From an optimization exercise on the open Yosys and OpenROAD flow, aimed at small area and a short achievable clock period; shortcuts taken in it are not production practice. In this exercise RTL edits were held to simulation tests only and were not proved equivalent to the original. No activity file was given, so power comes from the tool's default toggle rates.

==> flow/design.v <==
module cpu (clk, rst, imem_addr, imem_data, test, test1);
	input clk, rst;
	output [6:0] imem_addr;
	input  [31:0] imem_data;
	output [31:0] test;
	output [31:0] test1;
	reg [6:0] pc;
	always @(posedge clk or posedge rst)
		if (rst) pc <= 7'd0;
		else     pc <= pc + 7'd1;
	assign imem_addr = pc;
	reg [31:0] ir;
	always @(posedge clk)
		ir <= rst ? 32'd0 : imem_data;
	assign test = ir;
	wire [5:0] op = ir[31:26];
	wire [5:0] fn = ir[5:0];
	wire d_lw  = (op == 6'b000111);
	wire d_sw  = (op == 6'b001000);
	wire d_r   = (op == 6'b000110);
	wire d_add = d_r & (fn == 6'b100000);
	wire d_sub = d_r & (fn == 6'b100010);
	wire d_and = d_r & (fn == 6'b100100);
	wire d_or  = d_r & (fn == 6'b100101);
	wire d_mem = d_lw | d_sw;
	wire d_valid = d_mem | d_add | d_sub | d_and | d_or;
	wire d_arith = d_mem | d_add | d_sub;
	wire [4:0] d_dest = d_mem ? ir[20:16] : (d_valid ? ir[15:11] : 5'd0);
	wire [511:0] rf;      
	wire [15:0] rs_oh, rt_oh;
	genvar g;
	generate
		for (g = 0; g < 16; g = g + 1) begin : DEC
			assign rs_oh[g] = (ir[25:21] == g);
			assign rt_oh[g] = (ir[20:16] == g);
		end
	endgenerate
	reg [31:0] rd_a, rd_b;
	integer k;
	always @(*) begin
		rd_a = 32'd0;
		rd_b = 32'd0;
		for (k = 0; k < 16; k = k + 1) begin
			rd_a = rd_a | ({32{rs_oh[k]}} & rf[32*k +: 32]);
			rd_b = rd_b | ({32{rt_oh[k]}} & rf[32*k +: 32]);
		end
	end
	reg [31:0] ea;            
	reg [31:0] eb;            
	reg [12:0] ei;            
	reg e_sub, e_swv, e_mem, e_valid, e_nw;
	reg e_bub;
	reg [3:0] e_dest;
	always @(posedge clk) begin
		ea   <= d_arith ? rd_a : (d_or ? (rd_a | rd_b) : (rd_a & rd_b));
		eb   <= d_arith ? (rd_b ^ {32{d_sub}}) : 32'd0;
		ei   <= ir[12:0];
		e_bub <= rst;
		if (rst) begin
			e_sub <= 1'b0;
			e_swv <= 1'b0; e_mem <= 1'b0; e_valid <= 1'b0; e_nw <= 1'b0;
			e_dest <= 4'd0;
		end else begin
			e_sub <= d_sub;
			e_swv <= d_sw & e_valid; e_mem <= d_mem; e_valid <= d_valid; e_nw <= d_dest[4];
			e_dest <= d_dest[3:0];
		end
	end
	wire [32:0] xa = {ea, 1'b1};
	wire [32:0] xb = {eb, e_sub};
	wire [32:0] pg_p = xa ^ xb;
	wire [32:0] pg_g = xa & xb;
	wire [32:0] kg [0:6];
	wire [32:0] kp [0:6];
	assign kg[0] = pg_g;
	assign kp[0] = pg_p;
	genvar l;
	generate
		for (l = 0; l < 6; l = l + 1) begin : KS
			for (g = 0; g < 33; g = g + 1) begin : BIT
				if (g >= (1 << l)) begin : M
					assign kg[l+1][g] = kg[l][g] | (kp[l][g] & kg[l][g - (1 << l)]);
					assign kp[l+1][g] = kp[l][g] & kp[l][g - (1 << l)];
				end else begin : P
					assign kg[l+1][g] = kg[l][g];
					assign kp[l+1][g] = kp[l][g];
				end
			end
		end
	endgenerate
	wire [31:0] sum = pg_p[32:1] ^ kg[6][31:0];
	wire [31:0] res = sum;
	reg m_nw;
	reg [3:0] m_dest;
	reg [31:0] md;
	reg m_alu;
	reg [12:0] m_rsel, m_wsel;
	reg m_fwd;
	reg [31:0] ss;
	wire [415:0] dm;      
	wire [12:0] ap = ea[12:0] ^ ei;
	wire [12:0] aa = ea[12:0] & ei;
	wire [12:0] ao = ea[12:0] | ei;
	wire hi_ok = &(~(ap[12:5] ^ ao[11:4]));
	wire [12:0] hit;
	generate
		for (g = 0; g < 13; g = g + 1) begin : ADEC
			wire [4:0] K = g;
			wire [4:0] cin  = ap[4:0] ^ K;
			wire [3:0] cout;
			genvar b;
			for (b = 0; b < 4; b = b + 1) begin : B
				assign cout[b] = K[b] ? aa[b] : ao[b];
			end
			assign hit[g] = hi_ok & ~cin[0] & (cin[4:1] == cout[3:0]);
		end
	endgenerate
	wire [12:0] wsel = hit & {13{e_swv}};
	wire [12:0] rsel = hit & {13{e_mem & ~d_sw}};
	always @(posedge clk) begin
		m_rsel <= rsel & ~wsel & {13{~rst}};
		m_wsel <= wsel & {13{~rst}};
		m_fwd  <= (|(rsel & wsel)) & ~rst;
		ss     <= eb;           
		if (rst) begin
			m_nw <= 1'b0; m_dest <= 4'd0;
		end else begin
			m_nw <= e_nw; m_dest <= e_dest;
		end
		md <= res;
		m_alu <= ~(rst | e_mem | e_bub);
	end
	wire [31:0] sd0 = ss & {32{~rst}};
	wire [31:0] sd1 = ss | {32{rst}};
	function [31:0] init_word(input integer i);
		init_word = (i == 0) ? 32'd1000 : (i == 1) ? 32'd5000 :
		            (i == 2) ? 32'd2000 : (i == 3) ? 32'd3000 : 32'd0;
	endfunction
	generate
		for (g = 0; g < 13; g = g + 1) begin : DM
			wire [31:0] iw = init_word(g);
			wire [31:0] nd = (sd1 & iw) | (sd0 & ~iw);
			reg [31:0] q;
			always @(posedge clk)
				if (m_wsel[g] | rst) q <= nd;
			assign dm[32*g +: 32] = q;
		end
	endgenerate
	wire [12:0] rs_en = m_rsel & {13{~rst}};
	wire fwd_en = m_fwd & ~rst;
	wire alu_en = m_alu & ~rst;
	reg [31:0] wbn;
	always @(*) begin
		wbn = ({32{fwd_en}} & ss) | ({32{alu_en}} & md);
		for (k = 0; k < 13; k = k + 1)
			wbn = wbn | ({32{rs_en[k]}} & dm[32*k +: 32]);
	end
	reg [31:0] wb;
	always @(posedge clk) wb <= wbn;
	assign test1 = wb;
	generate
		for (g = 0; g < 16; g = g + 1) begin : RF
			reg [31:0] q;
			always @(posedge clk)
				if (rst | (~m_nw & (m_dest == g))) q <= wbn;
			assign rf[32*g +: 32] = q;
		end
	endgenerate
endmodule
Settings: LEC_CHECK=0, CAP_MARGIN=20, CORE_MARGIN=2, CORE_UTILIZATION=65, CTS_CLUSTER_DIAMETER=60, CTS_CLUSTER_SIZE=30, SETUP_SLACK_MARGIN=3.1, SLEW_MARGIN=20; clock period 5.5 ns.
run.sh (not shown) runs the stock make flow with config.mk's settings and CLKGATE_MAP_FILE= SYNTH_SCRIPT=/design/flow/synth_recipe.tcl, a recipe that flattens the netlist after the stock synthesis.
==> next run, changes <==
--- a/flow/design.v
+++ b/flow/design.v
@@ -45,18 +45,18 @@
 			rd_b = rd_b | ({32{rt_oh[k]}} & rf[32*k +: 32]);
 		end
 	end
 	reg [31:0] ea;            
 	reg [31:0] eb;            
-	reg [12:0] ei;            
+	reg [31:0] es;            
 	reg e_sub, e_swv, e_mem, e_valid, e_nw;
 	reg e_bub;
 	reg [3:0] e_dest;
 	always @(posedge clk) begin
 		ea   <= d_arith ? rd_a : (d_or ? (rd_a | rd_b) : (rd_a & rd_b));
-		eb   <= d_arith ? (rd_b ^ {32{d_sub}}) : 32'd0;
-		ei   <= ir[12:0];
+		eb   <= d_mem ? {16'd0, ir[15:0]} : (d_arith ? (rd_b ^ {32{d_sub}}) : 32'd0);
+		es   <= rd_b;
 		e_bub <= rst;
 		if (rst) begin
 			e_sub <= 1'b0;
 			e_swv <= 1'b0; e_mem <= 1'b0; e_valid <= 1'b0; e_nw <= 1'b0;
 			e_dest <= 4'd0;
@@ -64,45 +64,24 @@
 			e_sub <= d_sub;
 			e_swv <= d_sw & e_valid; e_mem <= d_mem; e_valid <= d_valid; e_nw <= d_dest[4];
 			e_dest <= d_dest[3:0];
 		end
 	end
-	wire [32:0] xa = {ea, 1'b1};
-	wire [32:0] xb = {eb, e_sub};
-	wire [32:0] pg_p = xa ^ xb;
-	wire [32:0] pg_g = xa & xb;
-	wire [32:0] kg [0:6];
-	wire [32:0] kp [0:6];
-	assign kg[0] = pg_g;
-	assign kp[0] = pg_p;
-	genvar l;
-	generate
-		for (l = 0; l < 6; l = l + 1) begin : KS
-			for (g = 0; g < 33; g = g + 1) begin : BIT
-				if (g >= (1 << l)) begin : M
-					assign kg[l+1][g] = kg[l][g] | (kp[l][g] & kg[l][g - (1 << l)]);
-					assign kp[l+1][g] = kp[l][g] & kp[l][g - (1 << l)];
-				end else begin : P
-					assign kg[l+1][g] = kg[l][g];
-					assign kp[l+1][g] = kp[l][g];
-				end
-			end
-		end
-	endgenerate
-	wire [31:0] sum = pg_p[32:1] ^ kg[6][31:0];
+	wire [32:0] sum1 = {ea, 1'b1} + {eb, e_sub};
+	wire [31:0] sum = sum1[32:1];
 	wire [31:0] res = sum;
 	reg m_nw;
 	reg [3:0] m_dest;
 	reg [31:0] md;
 	reg m_alu;
 	reg [12:0] m_rsel, m_wsel;
 	reg m_fwd;
 	reg [31:0] ss;
 	wire [415:0] dm;      
-	wire [12:0] ap = ea[12:0] ^ ei;
-	wire [12:0] aa = ea[12:0] & ei;
-	wire [12:0] ao = ea[12:0] | ei;
+	wire [12:0] ap = ea[12:0] ^ eb[12:0];
+	wire [12:0] aa = ea[12:0] & eb[12:0];
+	wire [12:0] ao = ea[12:0] | eb[12:0];
 	wire hi_ok = &(~(ap[12:5] ^ ao[11:4]));
 	wire [12:0] hit;
 	generate
 		for (g = 0; g < 13; g = g + 1) begin : ADEC
 			wire [4:0] K = g;
@@ -119,11 +98,11 @@
 	wire [12:0] rsel = hit & {13{e_mem & ~d_sw}};
 	always @(posedge clk) begin
 		m_rsel <= rsel & ~wsel & {13{~rst}};
 		m_wsel <= wsel & {13{~rst}};
 		m_fwd  <= (|(rsel & wsel)) & ~rst;
-		ss     <= eb;           
+		ss     <= es;
 		if (rst) begin
 			m_nw <= 1'b0; m_dest <= 4'd0;
 		end else begin
 			m_nw <= e_nw; m_dest <= e_dest;
 		end
@@ -144,19 +123,17 @@
 			always @(posedge clk)
 				if (m_wsel[g] | rst) q <= nd;
 			assign dm[32*g +: 32] = q;
 		end
 	endgenerate
-	wire [12:0] rs_en = m_rsel & {13{~rst}};
-	wire fwd_en = m_fwd & ~rst;
-	wire alu_en = m_alu & ~rst;
-	reg [31:0] wbn;
+	reg [31:0] mrd;
 	always @(*) begin
-		wbn = ({32{fwd_en}} & ss) | ({32{alu_en}} & md);
+		mrd = {32{m_fwd}} & ss;
 		for (k = 0; k < 13; k = k + 1)
-			wbn = wbn | ({32{rs_en[k]}} & dm[32*k +: 32]);
+			mrd = mrd | ({32{m_rsel[k]}} & dm[32*k +: 32]);
 	end
+	wire [31:0] wbn = (mrd | (md & {32{m_alu}})) & {32{~rst}};
 	reg [31:0] wb;
 	always @(posedge clk) wb <= wbn;
 	assign test1 = wb;
 	generate
 		for (g = 0; g < 16; g = g + 1) begin : RF
=> The new run completed with no timing, DRC or antenna violations. Worst hold slack degrades by 0.024 ns. Power came out higher by a few percent. Combinational power came out higher by a little under a tenth. Die area came out higher by a few percent. Cell count came out higher slightly. Non-clock buffer count came out lower by 82. Sequential cell count came out higher by 19. Worst setup slack improves by 0.12 ns. Routed wire length came out lower by a little under a tenth. Utilization came out lower by 1.8 points. Design area barely changes. Area after synthesis came out higher by a few percent. Clock power came out higher by a few percent.

* * *

trial 21:
// cpu: RTL as listed in full above, without the edits since
==> flow/config.mk <==
export PLATFORM = sky130hd
export DESIGN_NAME = cpu
export DESIGN_NICKNAME = cpu
export VERILOG_FILES = /design/flow/design.v
export SDC_FILE = /design/flow/constraint.sdc
export NUM_CORES = 4
export LEC_CHECK = 0
export CAP_MARGIN = 20
export CORE_MARGIN = 2
export CORE_UTILIZATION = 65
export CTS_CLUSTER_DIAMETER = 60
export CTS_CLUSTER_SIZE = 30
export SETUP_SLACK_MARGIN = 3.0
export SLEW_MARGIN = 20
==> flow/constraint.sdc <==
create_clock -name core_clock -period 5.5 [get_ports {clk}]
set_input_delay 1.1000 -clock core_clock [delete_from_list [all_inputs] [get_ports {clk}]]
set_output_delay 1.1000 -clock core_clock [all_outputs]
set_load 0.01 [all_outputs]
Changes in trial 37 relative to trial 21:
==> flow/design.v <==
module cpu (clk, rst, imem_addr, imem_data, test, test1);
	input clk, rst;
	output [6:0] imem_addr;
	input  [31:0] imem_data;
	output [31:0] test;
	output [31:0] test1;
	reg [6:0] pc;
	always @(posedge clk or posedge rst)
		if (rst) pc <= 7'd0;
		else     pc <= pc + 7'd1;
	assign imem_addr = pc;
	reg [31:0] ir;
	always @(posedge clk)
		ir <= rst ? 32'd0 : imem_data;
	assign test = ir;
	wire [5:0] op = ir[31:26];
	wire [5:0] fn = ir[5:0];
	wire d_lw  = (op == 6'b000111);
	wire d_sw  = (op == 6'b001000);
	wire d_r   = (op == 6'b000110);
	wire d_add = d_r & (fn == 6'b100000);
	wire d_sub = d_r & (fn == 6'b100010);
	wire d_and = d_r & (fn == 6'b100100);
	wire d_or  = d_r & (fn == 6'b100101);
	wire d_mem = d_lw | d_sw;
	wire d_valid = d_mem | d_add | d_sub | d_and | d_or;
	wire d_arith = d_mem | d_add | d_sub;
	wire [4:0] d_dest = d_mem ? ir[20:16] : (d_valid ? ir[15:11] : 5'd0);
	wire [511:0] rf;      
	wire [15:0] rs_oh, rt_oh;
	genvar g;
	generate
		for (g = 0; g < 16; g = g + 1) begin : DEC
			assign rs_oh[g] = (ir[25:21] == g);
			assign rt_oh[g] = (ir[20:16] == g);
		end
	endgenerate
	reg [31:0] rd_a, rd_b;
	integer k;
	always @(*) begin
		rd_a = 32'd0;
		rd_b = 32'd0;
		for (k = 0; k < 16; k = k + 1) begin
			rd_a = rd_a | ({32{rs_oh[k]}} & rf[32*k +: 32]);
			rd_b = rd_b | ({32{rt_oh[k]}} & rf[32*k +: 32]);
		end
	end
	reg [31:0] ea;            
	reg [31:0] eb;            
	reg [31:0] es;            
	reg e_sub, e_swv, e_mem, e_valid, e_nw;
	reg e_bub;
	reg [3:0] e_dest;
	always @(posedge clk) begin
		ea   <= d_arith ? rd_a : (d_or ? (rd_a | rd_b) : (rd_a & rd_b));
		eb   <= d_mem ? {16'd0, ir[15:0]} : (d_arith ? (rd_b ^ {32{d_sub}}) : 32'd0);
		es   <= rd_b;
		e_bub <= rst;
		if (rst) begin
			e_sub <= 1'b0;
			e_swv <= 1'b0; e_mem <= 1'b0; e_valid <= 1'b0; e_nw <= 1'b0;
			e_dest <= 4'd0;
		end else begin
			e_sub <= d_sub;
			e_swv <= d_sw & e_valid; e_mem <= d_mem; e_valid <= d_valid; e_nw <= d_dest[4];
			e_dest <= d_dest[3:0];
		end
	end
	wire [32:0] sum1 = {ea, 1'b1} + {eb, e_sub};
	wire [31:0] sum = sum1[32:1];
	wire [31:0] res = sum;
	reg m_nw;
	reg [3:0] m_dest;
	reg [31:0] md;
	reg m_alu;
	reg [12:0] m_rsel, m_wsel;
	reg m_fwd;
	reg [31:0] ss;
	wire [415:0] dm;      
	wire [12:0] ap = ea[12:0] ^ eb[12:0];
	wire [12:0] aa = ea[12:0] & eb[12:0];
	wire [12:0] ao = ea[12:0] | eb[12:0];
	wire hi_ok = &(~(ap[12:5] ^ ao[11:4]));
	wire [12:0] hit;
	generate
		for (g = 0; g < 13; g = g + 1) begin : ADEC
			wire [4:0] K = g;
			wire [4:0] cin  = ap[4:0] ^ K;
			wire [3:0] cout;
			genvar b;
			for (b = 0; b < 4; b = b + 1) begin : B
				assign cout[b] = K[b] ? aa[b] : ao[b];
			end
			assign hit[g] = hi_ok & ~cin[0] & (cin[4:1] == cout[3:0]);
		end
	endgenerate
	wire [12:0] wsel = hit & {13{e_swv}};
	wire [12:0] rsel = hit & {13{e_mem & ~d_sw}};
	always @(posedge clk) begin
		m_rsel <= rsel & ~wsel & {13{~rst}};
		m_wsel <= wsel & {13{~rst}};
		m_fwd  <= (|(rsel & wsel)) & ~rst;
		ss     <= es;
		if (rst) begin
			m_nw <= 1'b0; m_dest <= 4'd0;
		end else begin
			m_nw <= e_nw; m_dest <= e_dest;
		end
		md <= res;
		m_alu <= ~(rst | e_mem | e_bub);
	end
	wire [31:0] sd0 = ss & {32{~rst}};
	wire [31:0] sd1 = ss | {32{rst}};
	function [31:0] init_word(input integer i);
		init_word = (i == 0) ? 32'd1000 : (i == 1) ? 32'd5000 :
		            (i == 2) ? 32'd2000 : (i == 3) ? 32'd3000 : 32'd0;
	endfunction
	generate
		for (g = 0; g < 13; g = g + 1) begin : DM
			wire [31:0] iw = init_word(g);
			wire [31:0] nd = (sd1 & iw) | (sd0 & ~iw);
			reg [31:0] q;
			always @(posedge clk)
				if (m_wsel[g] | rst) q <= nd;
			assign dm[32*g +: 32] = q;
		end
	endgenerate
	reg [31:0] mrd;
	always @(*) begin
		mrd = {32{m_fwd}} & ss;
		for (k = 0; k < 13; k = k + 1)
			mrd = mrd | ({32{m_rsel[k]}} & dm[32*k +: 32]);
	end
	wire [31:0] wbn = (mrd | (md & {32{m_alu}})) & {32{~rst}};
	reg [31:0] wb;
	always @(posedge clk) wb <= wbn;
	assign test1 = wb;
	generate
		for (g = 0; g < 16; g = g + 1) begin : RF
			reg [31:0] q;
			always @(posedge clk)
				if (rst | (~m_nw & (m_dest == g))) q <= wbn;
			assign rf[32*g +: 32] = q;
		end
	endgenerate
endmodule
Findings:
- Setup WNS trial 21 -> trial 37: better
- Summary of the comparison: relative max-transition margin is higher in trial 37, relative to trial 21.
- Changes observed in trial 37 relative to trial 21: total global-route track usage now sits lower; data required time at the worst endpoint has decreased; met3 routing resource usage after global routing has decreased; final core utilization moved down; final worst hold slack went down 0.025 ns.
- Compared with trial 21, trial 37 shows total internal power that has gone up by a few percent.
- met5 as the uppermost signal routing layer after detailed routing was reported by trial 21, and met4 by trial 37.
- On share of total power in combinational logic, trial 37 tracks trial 21 almost exactly.
- For the peak supply drop, trial 37 came in 8.4% higher than trial 21 did.
- Summary: first-iteration DRC count, trial 37 better than trial 21
- In the flow results for trial 21 and trial 37, the total power is larger on trial 37.

-- what the ideal ports hide --
In the flow no input, the clock included, has a driving cell. The finished layouts below were timed again as built, in two steps. Step 1 (the two cells are an assumption about what drives the block):
set clk [get_ports {clk}]
set_driving_cell -lib_cell sky130_fd_sc_hd__clkbuf_16 $clk
set_driving_cell -lib_cell sky130_fd_sc_hd__buf_2 [delete_from_list [all_inputs] $clk]
Step 2 moves the port delays by t, midway between the first and last clock arrival at a register: inputs arrive t later, outputs are due t later. That takes back most of the time a late clock gives input paths. Slacks: ideal / step 1 / step 2; pairs: ideal / step 1.
run	shift t [ns]	setup slack, ns	hold slack, ns	worst slew at a driven data input, ns
the first run of note 1	0.716	2.876 / 2.745 / 2.029	0.359 / 0.359 / 0.359	0.27
the second run of note 1	0.727	2.992 / 2.939 / 2.528	0.335 / 0.335 / 0.335	0.08
trial 21	0.749	2.968 / 2.858 / 2.109	0.352 / 0.352 / 0.352	0.20
trial 37	0.713	2.982 / 2.913 / 2.317	0.327 / 0.327 / 0.327	0.05
After both steps setup and hold are still met in every run listed. The setup slack of trial 21, which loses most, moves by -0.110 ns with the drivers and by -0.859 ns with both steps.
